This design comes from an exercise in tuning for a short achievable clock period and few clock cycles on the open sky130 flow, not from production work. Where RTL was checked, it was by simulation tests only, not by an equivalence proof against the original. Power figures rest on the tool's default switching activity, not on a simulated workload.

==> module ks_add, before the edit <==
module ks_add #(parameter N = 32) (
    input  [N-1:0] a, b,
    input          ci,
    output [N-1:0] s,
    output         co
);
    localparam L = $clog2(N);
    reg [N-1:0] g [0:L];
    reg [N-1:0] p [0:L];
    integer k, i;
    always @* begin
        g[0] = a & b;
        p[0] = a ^ b;
        g[0][0] = (a[0] & b[0]) | ((a[0] ^ b[0]) & ci);
        for (k = 0; k < L; k = k + 1)
            for (i = 0; i < N; i = i + 1)
                if (i >= (1 << k)) begin
                    g[k+1][i] = g[k][i] | (p[k][i] & g[k][i-(1<<k)]);
                    p[k+1][i] = p[k][i] & p[k][i-(1<<k)];
                end else begin
                    g[k+1][i] = g[k][i];
                    p[k+1][i] = p[k][i];
                end
    end
    assign s  = p[0] ^ {g[L][N-2:0], ci};
    assign co = g[L][N-1];
endmodule
clock: 10.0 ns
lec_check: 0
abc_clock_period_in_ps: 2500
cap_margin: 20
core_margin: 2
core_utilization: 40
slew_margin: 20
standard.sh (not shown) runs the stock make flow with config.mk's settings and CLKGATE_MAP_FILE= SYNTH_SCRIPT=/design/flow/synth_recipe.tcl, a recipe that flattens the netlist after the stock synthesis.
==> flow/flow/run.sh <==
#!/bin/bash
set -euo pipefail
MARGIN=${MARGIN:-7}
bash standard.sh SETUP_SLACK_MARGIN=$MARGIN finish > orfs_flow.log 2>&1
Then changed:
--- a/flow/design.v
+++ b/flow/design.v
@@ -4,7 +4,7 @@
     output [N-1:0] s,
     output         co
 );
-    localparam L = $clog2(N);
+    localparam L = (N > 16) ? 5 : (N > 8) ? 4 : (N > 4) ? 3 : (N > 2) ? 2 : 1;    
     reg [N-1:0] g [0:L];
     reg [N-1:0] p [0:L];
     integer k, i;
=>
- design area is unchanged
- critical path depth does not change
- via count is unchanged
- count of clock-buffer cells in the layout does not change
- routed wire length does not change
- non-clock buffer count does not change
- synthesized area is unchanged
- sequential share of layout area does not change
- final cell count does not change
- worst setup slack is unchanged
- worst hold slack stays the same
- total power does not change
Testbench counts after the change, summed over its fixed seeds: cycles 18,236.
The RTL of the first run of this note was laid out without a check of its function.


## job 7600
Another version of the RTL of computer (not shown whole).
Size in the first run: about 5900 cells after synthesis, roughly 1700 flip-flops, ~120 I/O pins, roughly 81000 µm² of cells after synthesis.
clock: 10.0 ns
lec_check: 0
abc_clock_period_in_ps: 2500
cap_margin: 20
core_margin: 2
core_utilization: 40
slew_margin: 20
Scripts as last shown in full above: flow/flow/run.sh
Testbench counts of job 7600, summed over its fixed seeds: cycles 18,176.
The inputs of job 7029 differ from those of job 7600 as listed below.
--- a/flow/design.v
+++ b/flow/design.v
@@ -1,19 +1,19 @@
 module ks_add #(parameter N = 32) (
     input  [N-1:0] a, b,
     input          ci,
     output [N-1:0] s,
     output         co
 );
-    localparam L = (N > 16) ? 5 : (N > 8) ? 4 : (N > 4) ? 3 : (N > 2) ? 2 : 1;    
+    localparam L = $clog2(N);
     reg [N-1:0] g [0:L];
     reg [N-1:0] p [0:L];
     integer k, i;
     always @* begin
         g[0] = a & b;
         p[0] = a ^ b;
         g[0][0] = (a[0] & b[0]) | ((a[0] ^ b[0]) & ci);
         for (k = 0; k < L; k = k + 1)
             for (i = 0; i < N; i = i + 1)
                 if (i >= (1 << k)) begin
                     g[k+1][i] = g[k][i] | (p[k][i] & g[k][i-(1<<k)]);
                     p[k+1][i] = p[k][i] & p[k][i-(1<<k)];
@@ -67,62 +67,62 @@
 module computer(
     input clk, rstd,
     output [7:0]  imem_addr,
     input  [31:0] imem_data,
     output [7:0]  dmem_addr,
     output [31:0] dmem_wdata,
     output [3:0]  dmem_we,
     input  [31:0] dmem_rdata
 );
     reg  [7:0]  fa;           
     reg  [7:0]  fa_o;         
     reg  [7:0]  ras;          
-    reg  [127:0] bht;         
+    reg  [63:0] bht;          
     reg  [23:0] pc_hi;        
     reg         r_redir;      
     reg  [23:0] r_thi;
     reg         d_valid;
     reg  [31:0] d_ins;
     reg  [7:0]  d_pc8;        
     reg         e_valid, e_rw;
     reg  [4:0]  e_rd;
     reg  [31:0] e_a, e_b, e_imm, e_pcp1, e_btgt, e_pnext, e_cval, e_jtgt;
     reg  [4:0]  e_sh;
     reg         e_s_add, e_s_sub, e_s_and, e_s_or, e_s_xor, e_s_nand, e_s_sll, e_s_srl, e_s_ones, e_s_const;
     reg         e_load, e_cbr, e_jr, e_jal;
     reg         e_c_eq, e_c_ne, e_c_lt, e_c_le;    
     reg  [1:0]  e_ltype;      
     reg  [3:0]  e_swe;
     reg         e_mis_t, e_mis_nt, e_mis_j;
     reg         e_j, e_oth;
     reg         e_st;         
     reg  [7:0]  e_pc8;
     reg         u_we, u_flip;    
-    reg  [6:0]  u_idx;
+    reg  [5:0]  u_idx;
     reg         m_rw, m_load;
     reg  [4:0]  m_rd;
     reg  [31:0] m_res, m_sdata;
     reg  [7:0]  m_daddr;
     reg  [3:0]  m_swe;
     reg  [1:0]  m_ltype;
     reg         w_rw;
     reg  [4:0]  w_rd;
     reg  [31:0] w_val;
     wire        stall;        
     wire [5:0]  fop    = imem_data[31:26];
     wire        f_j    = (fop == 6'd40) || (fop == 6'd41);
     wire        f_jr   = (fop == 6'd42);
     wire        f_cbr  = (fop[5:2] == 4'b1000);
     wire        f_st   = (fop[1:0] == 2'b01) || imem_data[15];    
-    wire        f_flip = bht[fa[6:0]];
+    wire        f_flip = bht[fa[5:0]];
     wire [7:0]  fa1    = fa + 8'd1;
     wire [7:0]  f_btgt;
     wire        f_btco;
     ks_add #(8) fadd(.a(fa1), .b(imem_data[7:0]), .ci(1'b0), .s(f_btgt), .co(f_btco));
     wire        f_take = f_cbr && (f_st ^ f_flip);
     wire        f_seq  = !f_take && !f_j && !f_jr;
     wire [7:0]  f_ns   = ({8{!stall && f_take}} & f_btgt)
                        | ({8{!stall && f_j}}    & imem_data[7:0])
                        | ({8{!stall && f_jr}}   & ras)
                        | ({8{!stall && f_seq}}  & fa1)
                        | ({8{stall}}            & fa);
     assign imem_addr = fa_o;
@@ -200,25 +200,25 @@
     assign dmem_wdata = m_sdata;
     assign dmem_we    = m_swe;
     wire [31:0] m_ld = (m_ltype == 2'd0) ? dmem_rdata
                      : (m_ltype == 2'd1) ? {{16{dmem_rdata[15]}}, dmem_rdata[15:0]}
                      : {{24{dmem_rdata[7]}}, dmem_rdata[7:0]};
     assign m_val = m_load ? m_ld : m_res;
     always @(posedge clk or negedge rstd) begin
         if (!rstd) begin
             fa <= 8'd0;
             pc_hi <= 24'd0;
             r_redir <= 1'b0;
             ras <= 8'd0;
-            bht <= 128'd0;
+            bht <= 64'd0;
             u_we <= 1'b0;
             d_valid <= 1'b0;
             e_valid <= 1'b0;
             m_rw <= 1'b0;
             w_rw <= 1'b0;
         end else begin
             r_redir <= redirect;
             if (r_redir) pc_hi <= r_thi;
             fa <= fa_n;
             if (e_valid && e_jal) ras <= e_pcp1[7:0];
             u_we <= e_valid && e_cbr;
             if (u_we) bht[u_idx] <= u_flip;
@@ -282,24 +282,24 @@
         e_load <= d_ld;
         e_st <= (dop[1:0] == 2'b01) || d_ins[15];
         e_pc8 <= d_pc8;
         e_cbr <= d_cbr;
         e_jr <= d_jr;
         e_jal <= d_jal;
         e_c_eq <= (dop[1:0] == 2'd0);
         e_c_ne <= (dop[1:0] == 2'd1);
         e_c_lt <= (dop[1:0] == 2'd2);
         e_c_le <= (dop[1:0] == 2'd3);
         e_ltype <= (dop == 6'd16) ? 2'd0 : (dop == 6'd18) ? 2'd1 : 2'd2;
         r_thi <= e_tgt[31:8];
-        u_idx <= e_pc8[6:0];
+        u_idx <= e_pc8[5:0];
         u_flip <= e_cond ^ e_st;
         m_rd <= e_rd;
         m_res <= e_res;
         m_load <= e_load;
         m_ltype <= e_ltype;
         m_daddr <= e_maddr[9:2];
         m_sdata <= eb;
         w_rd <= m_rd;
         w_val <= m_val;
     end
 endmodule
Results
- Sort job 7600 and job 7029 by total of cells resized after clock tree synthesis, descending, and job 7029 comes first.
- Job 7029 does better than job 7600 on final area.
- Number of standard cells in the layout, taps in and fillers out (job 7029 vs. job 7600) decreases by a few percent
- [compare] base=job 7600 new=job 7029: buffering overhead decreased by 0.41 points relative to the old numbers, area inside the core boundary fell 3.4%, cell depth of the worst flop-to-flop path saw an increase, internal portion of total power dropped about 4%, register area share after synthesis lower.
- Routed wirelength normalized by instance count ends up lower on job 7600.
No functional check of the RTL was part of job 7029.

-- separate check: timing with driven ports --
How much do the figures lean on ideal ports? The routed layouts below were timed once more, with nothing changed but the port constraints.
Step 1, drivers: a clkbuf_16 drives clk and a buf_2 each remaining input, both assumed.
Step 2 moves the port delays by t, midway between the first and last clock arrival at a register: inputs arrive t later, outputs are due t later. That takes back most of the time a late clock gives input paths.
Slacks: ideal / step 1 / step 2; pairs: ideal / step 1.
| run | t, ns | setup slack, ns | worst hold slack (ns) | pins driven straight from the clock port |
|---|---|---|---|---|
| the first run of note 1 | 0.920 | 6.369 / 6.282 / 5.672 | 0.326 / 0.326 / 0.326 | 1 |
| the second run of note 1 | 0.920 | 6.369 / 6.282 / 5.672 | 0.326 / 0.326 / 0.326 | 1 |
| job 7600 | 0.908 | 6.602 / 6.517 / 5.778 | 0.325 / 0.325 / 0.325 | 1 |
| job 7029 | 0.926 | 6.426 / 6.426 / 5.746 | 0.326 / 0.326 / 0.326 | 1 |
After both steps setup and hold are still met in every run listed. For job 7600, which loses most, drivers alone change the setup slack by -0.085 ns; drivers and shift together by -0.824 ns.
